This design comes from an exercise in tuning for small area and a short achievable clock period on the open sky130 flow, not from production work.
The RTL was checked by simulation tests, not by an equivalence proof against the original design.
No activity file was given, so power comes from the tool's default toggle rates.

## flow/run.sh

```bash
#!/bin/bash
# synth_recipe.tcl (not shown) runs the flow's synth.tcl, then flattens the netlist and writes it again
# the make line also repeats each setting of config.mk as NAME=value (left out here)
make -C /OpenROAD-flow-scripts/flow DESIGN_CONFIG=/design/flow/config.mk WORK_HOME=/design/flow/orfs CLKGATE_MAP_FILE= SYNTH_SCRIPT=/design/flow/synth_recipe.tcl finish
```

## flow/constraint.sdc

```tcl
create_clock -name core_clock -period 4.4 [get_ports {clk}]
set_input_delay 0.8800 -clock core_clock [delete_from_list [all_inputs] [get_ports {clk}]]
set_output_delay 0.8800 -clock core_clock [all_outputs]
set_load 0.01 [all_outputs]
```

## flow/design.v

```verilog
module cla32(input [31:0]a, input [31:0]b,output [32:0]out);
wire [1:0]w[0:32], L1[0:31], L2[0:31], L3[0:31], L4[0:31],L5[0:31];
wire L6[31:0];
genvar q;
generate    for(q=0; q<=31; q=q+1) begin
                  current_status s(.a(a[q]),.b(b[q]),.t(w[q+1]));
            end
endgenerate
assign w[0] = 0;
generate    for(q=0;q<=30;q=q+1) begin
                  look_ahead l(.s(w[31-q]),.f(w[30-q]),.o(L1[q]));
            end
endgenerate
assign L1[31] = w[0];
generate    for(q=0;q<=29;q=q+1) begin
                  look_ahead l(.s(L1[q]),.f(L1[q+2]),.o(L2[q]));
            end
endgenerate
assign L2[30] = L1[30];
assign L2[31] = L1[31];
generate    for(q=0;q<=27;q=q+1) begin
                  look_ahead l(.s(L2[q]),.f(L2[q+4]),.o(L3[q]));
            end
endgenerate
assign {L3[28], L3[29], L3[30], L3[31]} = {L2[28], L2[29], L2[30], L2[31]};
generate    for(q=0;q<=23;q=q+1) begin
                  look_ahead l(.s(L3[q]),.f(L3[q+8]),.o(L4[q]));
            end
endgenerate
generate    for(q=24;q<=31;q=q+1) begin
                  assign L4[q] = L3[q];
            end
endgenerate
generate    for(q=0;q<=15;q=q+1) begin
                  look_ahead l(.s(L4[q]),.f(L4[q+16]),.o(L5[q]));
            end
endgenerate
generate    for(q=16;q<=31;q=q+1) begin
                  assign L5[q] = L4[q];
            end
endgenerate
generate    for(q=0;q<=31;q=q+1) begin
                  assign L6[q] = a[q] ^ b[q] ^ L5[31-q][0];
            end
endgenerate
generate    for(q=0;q<=31;q=q+1) begin
                  assign out[q] = L6[q];
            end
            assign out[32] = w[0];
endgenerate
endmodule
module current_status(input a,input b,output [1:0]t);
      assign {t[0],t[1]} = {a || b , a && b};
endmodule
module look_ahead(input [1:0]s, input [1:0]f,output [1:0]o);
      assign o[1] = (s[1] & s[0] & !f[1]) | (s[0] & f[1] & f[0]);
      assign o[0] = (s[1] & s[0] & !f[1] & !f[0]) | (f[0] & s[0]);
endmodule
module wallace_mul(input [15:0] a, input [15:0] b, output [32:0] out, input clk);
wire [30:0] m[0:15];
reg [30:0] m15_1,m15_2,m15_3;
reg [30:0] u[14:0];
reg [31:0] v[14:0];
reg [31:0] v10_1,v12_2,v12_1;
reg [31:0] temp;
reg [31:0] temp_v;
genvar q,k,i,j;
assign m[0] = b[0] == 0 ? 31'b0 : {15'b0,a};
assign m[1] = b[1] == 0 ? 31'b0 : {14'b0,a,1'b0};
assign m[2] = b[2] == 0 ? 31'b0 : {13'b0,a,2'b0};
assign m[3] = b[3] == 0 ? 31'b0 : {12'b0,a,3'b0};
assign m[4] = b[4] == 0 ? 31'b0 : {11'b0,a,4'b0};
assign m[5] = b[5] == 0 ? 31'b0 : {10'b0,a,5'b0};
assign m[6] = b[6] == 0 ? 31'b0 : {9'b0,a,6'b0};
assign m[7] = b[7] == 0 ? 31'b0 : {8'b0,a,7'b0};
assign m[8] = b[8] == 0 ? 31'b0 : {7'b0,a,8'b0};
assign m[9] = b[9] == 0 ? 31'b0 : {6'b0,a,9'b0};
assign m[10] = b[10] == 0 ? 31'b0 : {5'b0,a,10'b0};
assign m[11] = b[11] == 0 ? 31'b0 : {4'b0,a,11'b0};
assign m[12] = b[12] == 0 ? 31'b0 : {3'b0,a,12'b0};
assign m[13] = b[13] == 0 ? 31'b0 : {2'b0,a,13'b0};
assign m[14] = b[14] == 0 ? 31'b0 : {1'b0,a,14'b0};
assign m[15] = b[15] == 0 ? 31'b0 : {a,15'b0};
generate    for(q=0; q<=14; q=q+1) begin
                  always @ ( posedge clk )
                        v[q][0] <= 0;
            end
endgenerate
generate    for(k=0; k<=12; k=k+3) begin
                  for(q=0; q<=30; q=q+1) begin
                  always @ ( posedge clk ) begin
                        u[k][q] <= m[k][q] ^ m[k+1][q] ^ m[k+2][q];
                        v[k][q+1] <= m[k][q] && m[k+1][q] || m[k+2][q] && ( m[k][q] || m[k+1][q] );
                  end
                  end
            end
            always @ ( posedge clk )
                  m15_1 <= m[15];
            for(q=0; q<=30; q=q+1) begin
            always @ ( posedge clk ) begin
                        u[1][q] <= u[0][q] ^ v[0][q] ^ u[3][q];
                        v[1][q+1] <= u[0][q] && v[0][q] || u[3][q] && ( u[0][q] || v[0][q] );
            end
            end
            for(q=0; q<=30; q=q+1) begin
            always @ ( posedge clk ) begin
                        u[2][q] <= u[6][q] ^ v[6][q] ^ v[3][q];
                        v[2][q+1] <= u[6][q] && v[6][q] || v[3][q] && ( u[6][q] || v[6][q] );
            end
            end
            for(q=0; q<=30; q=q+1) begin
            always @ ( posedge clk ) begin
                  u[4][q] <= u[9][q] ^ v[9][q] ^ u[12][q];
                  v[4][q+1] <= u[9][q] && v[9][q] || u[12][q] && ( u[9][q] || v[9][q] );
            end
            end
            always @ ( posedge clk ) begin
                  m15_2 <= m15_1;
                  v12_1 <= v[12];
            end
            for(q=0; q<=30; q=q+1) begin
            always @ ( posedge clk ) begin
                  u[5][q] <= u[1][q] ^ v[1][q] ^ u[2][q];
                  v[5][q+1] <= u[1][q] && v[1][q] || u[2][q] && ( u[1][q] || v[1][q] );
            end
            end
            for(q=0; q<=30; q=q+1) begin
            always @ ( posedge clk ) begin
                  u[7][q] <= u[4][q] ^ v[4][q] ^ v[2][q];
                  v[7][q+1] <= u[4][q] && v[4][q] || v[2][q] && ( u[4][q] || v[4][q] );
            end
            end
            always @ ( posedge clk ) begin
                  m15_3 <= m15_2;
                  v12_2 <= v12_1;
            end
            for(q=0; q<=30; q=q+1) begin
            always @ ( posedge clk ) begin
                  u[8][q] <= u[5][q] ^ v[5][q] ^ u[7][q];
                  v[8][q+1] <= u[5][q] && v[5][q] || u[7][q] && ( u[5][q] || v[5][q] );
            end
            end
            for(q=0; q<=30; q=q+1) begin
            always @ ( posedge clk ) begin
                  u[10][q] <= m15_3[q] ^ v12_2[q] ^ v[7][q];
                  v[10][q+1] <= m15_3[q] && v12_2[q] || v[7][q] && ( m15_3[q] || v12_2[q] );
            end
            end
            for(q=0; q<=30; q=q+1) begin
            always @ ( posedge clk ) begin
                  u[11][q] <= u[8][q] ^ v[8][q] ^ u[10][q];
                  v[11][q+1] <= u[8][q] && v[8][q] || u[10][q] && ( u[8][q] || v[8][q] );
            end
            end
            always @ ( posedge clk )
                  v10_1 <= v[10];
            for(q=0; q<=30; q=q+1) begin
            always @ ( posedge clk ) begin
                  u[13][q] <= u[11][q] ^ v[11][q] ^ v10_1[q];
                  v[13][q+1] <= u[11][q] && v[11][q] || v10_1[q] && ( u[11][q] || v[11][q] );
            end
            end
endgenerate
always @ ( posedge clk ) begin
      temp <= {1'b0,u[13]};
      temp_v <= v[13];
end
cla32 object(.a(temp),.b(temp_v),.out(out));
endmodule
```

## flow/config.mk

```make
export PLATFORM = sky130hd
export DESIGN_NAME = wallace_mul
export DESIGN_NICKNAME = wallace_mul
export VERILOG_FILES = /design/flow/design.v
export SDC_FILE = /design/flow/constraint.sdc
export NUM_CORES = 4
export LEC_CHECK = 0
export CAP_MARGIN = 20
export CORE_MARGIN = 2
export CORE_UTILIZATION = 40
export PLACE_DENSITY = 0.6
export SLEW_MARGIN = 20
```

==> run summary <==
==> where the power goes <==
group | total, uW | internal [uW] | switching (uW) | leakage [uW]
Sequential | 8780 | 8080 | 700 | 0.00597
Clock | 5760 | 3440 | 2320 | 0.00113
Combinational | 4470 | 2040 | 2430 | 0.00461
Total | 19000 | 13600 | 5450 | 0.0117
==> per-stage QoR <==
step                TNS, ps  std cells  setup slack [ps]  total power (uW)
finish                    0       2605               106             19000
global route          -75.6       2605             -75.6             20200
CTS                    -197       2602              -116             19200
detailed placement        0       2480               390             13400
global placement          0       2480               397             13300
floorplan                 0       1714              1340             11700
==> final cells by class <==
| class | instances | area [um^2] | share of cell area, % |
|---|---|---|---|
| clock buffers | 98 | 2020 | 7.30 |
| clock inverters | 24 | 264 | 0.955 |
| inverters | 55 | 206 | 0.747 |
| multi-input cells | 872 | 9180 | 33.2 |
| flip-flops and latches | 716 | 14300 | 51.9 |
| well taps | 773 | 967 | 3.50 |
| repair buffers | 67 | 672 | 2.43 |
==> sequential cells by signal, indices dropped and copies added, names as in the netlist <==
name and count:
v 253, v10_1 16, v12_2 16, v12_1 16
m15_1 16, temp 31, m15_2 16, m15_3 16
u 311, temp_v 25
==> what timing repair did <==
| item | CTS | global route |
|---|---|---|
| endpoints found under the setup margin | 7 | 8 |
| pin swaps | 2 | 5 |
| gates resized for setup | 14 | 27 |
| buffers inserted | 0 | 3 |
==> final timing paths <==
check,start,endpoint,slack (ps)
max,temp[12],out[13],110
min,v[12][21],v12_1[21],310
max reg2reg,v[1][12],u[5][12],3400
min reg2reg,v[12][21],v12_1[21],310
==> layout by cell type (no fill, tap or decap), types with 8 or more instances in the layout <==
cell type | Yosys | routed
dfxtp_1 | 716 | 716
and2_1 | 261 | 261
fa_1 | 200 | 200
ha_1 | 112 | 104
clkbuf_16 | 0 | 70
clkdlybuf4s50_1 | 0 | 59
inv_1 | 55 | 55
nor2_1 | 35 | 33
nand2b_1 | 29 | 29
a21oi_1 | 28 | 26
nor2b_1 | 22 | 20
o21ai_0 | 16 | 16
clkbuf_8 | 0 | 16
xnor2_1 | 14 | 14
clkinv_2 | 0 | 14
nand3_1 | 12 | 12
clkbuf_1 | 35 | 12
a21o_1 | 9 | 9
xor2_1 | 9 | 9
nand2_1 | 8 | 8
ha_2 | 0 | 8
==> cells by family (layout without fill, tap and decap cells) <==
| group | after synthesis | in the layout | share of synthesized area, % |
|---|---|---|---|
| muxes | 9 | 9 | 0.392 |
| xor gates and xnor gates | 23 | 23 | 0.840 |
| buffers and inverters | 126 | 244 | 2.56 |
| DFF | 716 | 716 | 59.8 |
| AOI/OAI and AO/OA | 126 | 126 | 3.75 |
| and+or+nand+nor | 401 | 401 | 10.1 |
| adders and majority gates | 312 | 312 | 22.6 |
| other | 1 | 1 | 0.0156 |
==> layer usage <==
layer  routed length, um  up-vias  GRT usage (%)
li1                    -     5582              -
met3                1350       74           2.49
met4                1100        0           5.21
met2               18800      164           22.3
met1               19600     5680           18.4
met5                   0        -              0
==> run summary <==
- Nets: 2125
- Starting DRT DRC Count: 448
- Die height: 249 um
- Post-synth top area share: 59.8%
- Die width: 249 um
- Antenna diode count: 0
- Largest net degree at the start of global routing: 17
- Initial antenna violation count: 0
- CTS tree: done
- Share of post-route cells with drive strength above 1: 9.01%
- Main flop type after synthesis: dfxtp_1
- Drt total wl: 40.9 mm
- Area Growth Syn to Fin: 15.3%
- CP Max Fanout: 6
- I/O Buffers: 64
- Hold Crit Class: register to register
- TritonCTS Buffers: 68
- CP endpoint kind: output port
- WL/cell: 15.7 um
- CP top delay family: compound AO/OA/AOI/OAI gates
- Post-route cell area: 27600 um^2
- Crit path depth: 8
- I/O pin count: 66
- R2R cell count: 1
- Seq/Total Area, Yosys: 59.8%
- Pre-Repair DR Iteration Count: 4
- Worst-Margin Slew: 859 ps
- Relative slew slack: 42.6%
- GPL Wtd Cong: 0.892
- Via density: 4.41
- Run status: complete, no violations
- Max_cap viols: 0
- Slew Limit Fails: 0
- Slowest cell on the critical path: clkdlybuf4s50_1
- Cell area power density: 688 nW/um^2
- Global-route wire length before repair: 67.3 mm
- Fmax: 233 MHz
- Leading area contributor after synthesis: dfxtp_1
- Post-synthesis sequential element count: 716
- Post-route minimum period: 4290 ps
- CORE AREA: 59100 um^2
- Hold-fix buffers, CTS: 0
- Clock transition at path regs: 60 ps
- Overall Global Routing Usage: 13.7%
- Top-count cell post-synth: dfxtp_1
- Crit path buf inv count: 2
- Final hold violation count: 0
- Placed cell area: 25200 um^2
- Hold_ws: 312 ps
- Top cells by area in the synthesized netlist: dfxtp_1 (60%), fa_1 (17%), and2_1 (6.8%)
- Layout fillers: 5124
- Post-synth EDFFs: 0
- Final setup fails: 0
- Via Count: 11500
- Net Count, Synth: 2059
- Rows: 89
- Die ar.: 61900 um^2
- Root buffer cell: clkbuf_16
- Initial Util: 40.5%
- Number of routed nets with antenna violations: 0
- Pleak: 0.0117 uW
- CP peak stage delay: 620 ps
- Avg Inst Size Synth: 14.0 um^2
- Critical path arrival: 3410 ps
- Critical path class: register to output port
- Worst skew pair latency: 590 ps
- CP required: 3520 ps
- Cells after Synth: 1714
- Post-synthesis cell type count: 69
- Residual DRC count: 0
- Synth Warn #: 4
- H-tree levels: 3
- Nature of the critical path startpoint: register
- GRT overflow: 0
- RSZ-0062 raised after global routing: yes
- Utilization after layout: 46.7%
- Fin crit share: 97.6%
- Clock Sinks: 716
- Peak supply drop: 281 uV
- Post-Syn Area: 24000 um^2
- Clk_skew: 19.6 ps
- Hpwl dp: 30.3 mm
- Vias in the first global route: 12467
- Top post-synthesis cells by count: dfxtp_1 (716), and2_1 (261), fa_1 (200)
- Ys async rst share: 0%
- Worst path cell trace: inv_1, ha_1, or2_0, a221o_1, a221oi_4, o21ai_0, xnor2_1, clkdlybuf4s50_1
- Clock Path Buffers: 3
- Hold depth: 0

==> separate check: timing with driven ports <==
How much do the figures lean on ideal ports? The routed layout below was timed once more, with nothing changed but the port constraints.
Step 1 assumes that a clkbuf_16 drives the clock port and a buf_2 every other input.
Step 2 moves the port delays by t, midway between the first and last clock arrival at a register: inputs arrive t later, outputs are due t later. That takes back most of the time a late clock gives input paths.
a / b / c = no drivers / after step 1 / after step 2; a / b = the first two.
shift t [ns]: 0.631
slack for setup (ns): 0.106 / 0.050 / 0.681
worst slew at a driven data input, ns: 0.08
After both steps this run still meets setup and hold. For this run, drivers alone change the setup slack by -0.056 ns; drivers and shift together by +0.575 ns.
